From an optimization exercise on the open Yosys and OpenROAD flow, aimed at small area, a short achievable clock period and few clock cycles; shortcuts taken in it are not production practice. At most, simulation tests tie the RTL to the original design; equivalence was not proved. Power figures rest on the tool's default switching activity, not on a simulated workload.

red:
==> flow/design.v (excerpt) <==
module mips32_core(
    input clk,
    input reset_all,
    input HALT,
    output [15:0] out,
    output halted,
    output imem_en,
    output [10:0] imem_addr,
    input  [31:0] imem_rdata,
    output dmem_en,
    output dmem_we,
    output [10:0] dmem_addr,
    output [31:0] dmem_wdata,
    input  [31:0] dmem_rdata
    );
Size: roughly 3400 cells after synthesis, roughly 680 flip-flops, roughly 0.038 mm^2 of cells after synthesis.
Settings: LEC_CHECK=0, CAP_MARGIN=20, CORE_MARGIN=2, CORE_UTILIZATION=65, SLEW_MARGIN=70; clock period 34.0 ns.
standard.sh (not shown) runs the stock make flow with config.mk's settings and CLKGATE_MAP_FILE= SYNTH_SCRIPT=/design/flow/synth_recipe.tcl, a recipe that flattens the netlist after the stock synthesis.
==> flow/flow/run.sh <==
#!/bin/bash
# The standard layout, with two changes after synthesis (which runs
# unchanged): the port buffers are buf_4 cells rather than the default
# delay-buffer cells, and the resizer may not use the clkdlybuf4s* /
# dlymetal6s* delay cells when it buffers nets.
set -o pipefail
bash standard.sh synth > synth.log 2>&1 || exit 1
export BUFFER_PORTS_ARGS="-buffer_cell sky130_fd_sc_hd__buf_4"
export DONT_USE_CELLS="sky130_fd_sc_hd__clkdlybuf4s15_1 sky130_fd_sc_hd__clkdlybuf4s15_2 sky130_fd_sc_hd__clkdlybuf4s18_1 sky130_fd_sc_hd__clkdlybuf4s18_2 sky130_fd_sc_hd__clkdlybuf4s25_1 sky130_fd_sc_hd__clkdlybuf4s25_2 sky130_fd_sc_hd__clkdlybuf4s50_1 sky130_fd_sc_hd__clkdlybuf4s50_2 sky130_fd_sc_hd__dlymetal6s2s_1 sky130_fd_sc_hd__dlymetal6s4s_1 sky130_fd_sc_hd__dlymetal6s6s_1"
bash standard.sh finish > layout.log 2>&1
Having completed the whole flow, red delivered a layout that passed the timing, design-rule and antenna checks.
Testbench counts of red, summed over its fixed seeds: cycles 56,485.
### red -> blue
--- a/flow/config.mk
+++ b/flow/config.mk
@@ -10,0 +11,2 @@
+export CTS_CLUSTER_DIAMETER = 60
+export CTS_CLUSTER_SIZE = 30
--- outcome ---
The combinational group share of total power in blue sits 1.8 points above the value recorded for red.
Compared with red, blue shows wire length that has gone down slightly.
When blue is measured against red, its final design area excluding fillers turns out about 1.3% lower.
blue vs. red: top achievable clock speed went down; proportion of power drawn by the clock network went down 3.5 points; non-filler instance count after layout went down by 44; number of ordinary and repair buffers in the finished layout up 0.65%; total length of routed met2 wires down 0.67%.
[inputs] green vs blue
--- a/flow/flow/run.sh
+++ b/flow/flow/run.sh
@@ -3 +3 @@
-# unchanged): the port buffers are buf_4 cells rather than the default
+# unchanged): the port buffers are buf_2 cells rather than the default
@@ -8 +8 @@
-export BUFFER_PORTS_ARGS="-buffer_cell sky130_fd_sc_hd__buf_4"
+export BUFFER_PORTS_ARGS="-buffer_cell sky130_fd_sc_hd__buf_2"
--- a/flow/config.mk
+++ b/flow/config.mk
@@ -11,2 +11,2 @@
-export CTS_CLUSTER_DIAMETER = 60
-export CTS_CLUSTER_SIZE = 30
+export CTS_CLUSTER_DIAMETER = 50
+export CTS_CLUSTER_SIZE = 25
### Flow results
Across green and blue, the outcome is the same: a clean finish for every run.
Summary: with blue as the reference, total area of multi-input combinational cells in green moved up slightly.
From blue to green the numbers moved as follows: actual transition at the worst max-transition pin went up 0.014 ns, routed length on met2 went up, final period utilization level.

mips32_core, a different RTL version from the one above (not shown whole).
For scale: about 3400 cells after synthesis, about 680 flip-flops, about 140 I/O pins.
Settings: LEC_CHECK=0, CAP_MARGIN=20, CORE_MARGIN=2, CORE_UTILIZATION=70, SLEW_MARGIN=70; clock period 34.0 ns.
==> flow/flow/run.sh <==
#!/bin/bash
# The standard layout, with two changes after synthesis (which runs
# unchanged): the port buffers are buf_2 cells rather than the default
# delay-buffer cells, and the resizer may not use the clkdlybuf4s* /
# dlymetal6s* delay cells when it buffers nets.
set -o pipefail
bash standard.sh synth > synth.log 2>&1 || exit 1
export BUFFER_PORTS_ARGS="-buffer_cell sky130_fd_sc_hd__buf_2"
export DONT_USE_CELLS="sky130_fd_sc_hd__clkdlybuf4s15_1 sky130_fd_sc_hd__clkdlybuf4s15_2 sky130_fd_sc_hd__clkdlybuf4s18_1 sky130_fd_sc_hd__clkdlybuf4s18_2 sky130_fd_sc_hd__clkdlybuf4s25_1 sky130_fd_sc_hd__clkdlybuf4s25_2 sky130_fd_sc_hd__clkdlybuf4s50_1 sky130_fd_sc_hd__clkdlybuf4s50_2 sky130_fd_sc_hd__dlymetal6s2s_1 sky130_fd_sc_hd__dlymetal6s4s_1 sky130_fd_sc_hd__dlymetal6s6s_1"
bash standard.sh finish > layout.log 2>&1
The baseline finished with antenna violations left.
Then changed:
--- a/flow/flow/run.sh
+++ b/flow/flow/run.sh
@@ -3 +3 @@
-# unchanged): the port buffers are buf_2 cells rather than the default
+# unchanged): the port buffers are buf_4 cells rather than the default
@@ -8 +8 @@
-export BUFFER_PORTS_ARGS="-buffer_cell sky130_fd_sc_hd__buf_2"
+export BUFFER_PORTS_ARGS="-buffer_cell sky130_fd_sc_hd__buf_4"
CORE_UTILIZATION = 65   (was 70)
After rerunning:
- The changed run finished with timing, DRC and antenna clean
- non-clock buffer count came out higher by 10
- sequential share of layout area came out lower by 0.49 points
- clock power came out lower slightly
- cell area came out higher slightly
- wire length came out higher slightly
- worst setup slack is better by 0.059 ns
- final cell count came out higher slightly
- core utilization came out lower by 4.7 points
No run of this note included a check of the RTL's function; only the layout flow was run.

[separate check: timing with driven ports]
How much do the figures lean on ideal ports? The routed layouts below were timed once more, with nothing changed but the port constraints.
Step 1 (the two cells are an assumption about what drives the block):
set clk [get_ports {clk}]
set_driving_cell -lib_cell sky130_fd_sc_hd__clkbuf_16 $clk
set_driving_cell -lib_cell sky130_fd_sc_hd__buf_2 [delete_from_list [all_inputs] $clk]
Step 2 times the ports against the registers' clock, not the clock port: input delays grow and output delays shrink by t, the midpoint of the rising clock arrivals with the driver on.
Three values: ideal ports, drivers, drivers and shift; two values: the first two.
run	t (ns)	slack for setup (ns)	hold WS [ns]	worst setup path after step 2	worst register clock-pin slew, ns
red	0.691	25.829 / 25.765 / 25.500	0.403 / 0.403 / 0.403	input to register	0.07 / 0.07
blue	0.711	25.776 / 25.710 / 25.530	0.406 / 0.406 / 0.406	input to register	0.11 / 0.11
green	0.709	25.782 / 25.716 / 25.543	0.421 / 0.421 / 0.421	input to register	0.10 / 0.10
the first run of note 2	0.693	25.770 / 25.708 / 25.579	0.409 / 0.409 / 0.409	input to register	0.08 / 0.08
the second run of note 2	0.691	25.829 / 25.765 / 25.500	0.403 / 0.403 / 0.403	input to register	0.07 / 0.07
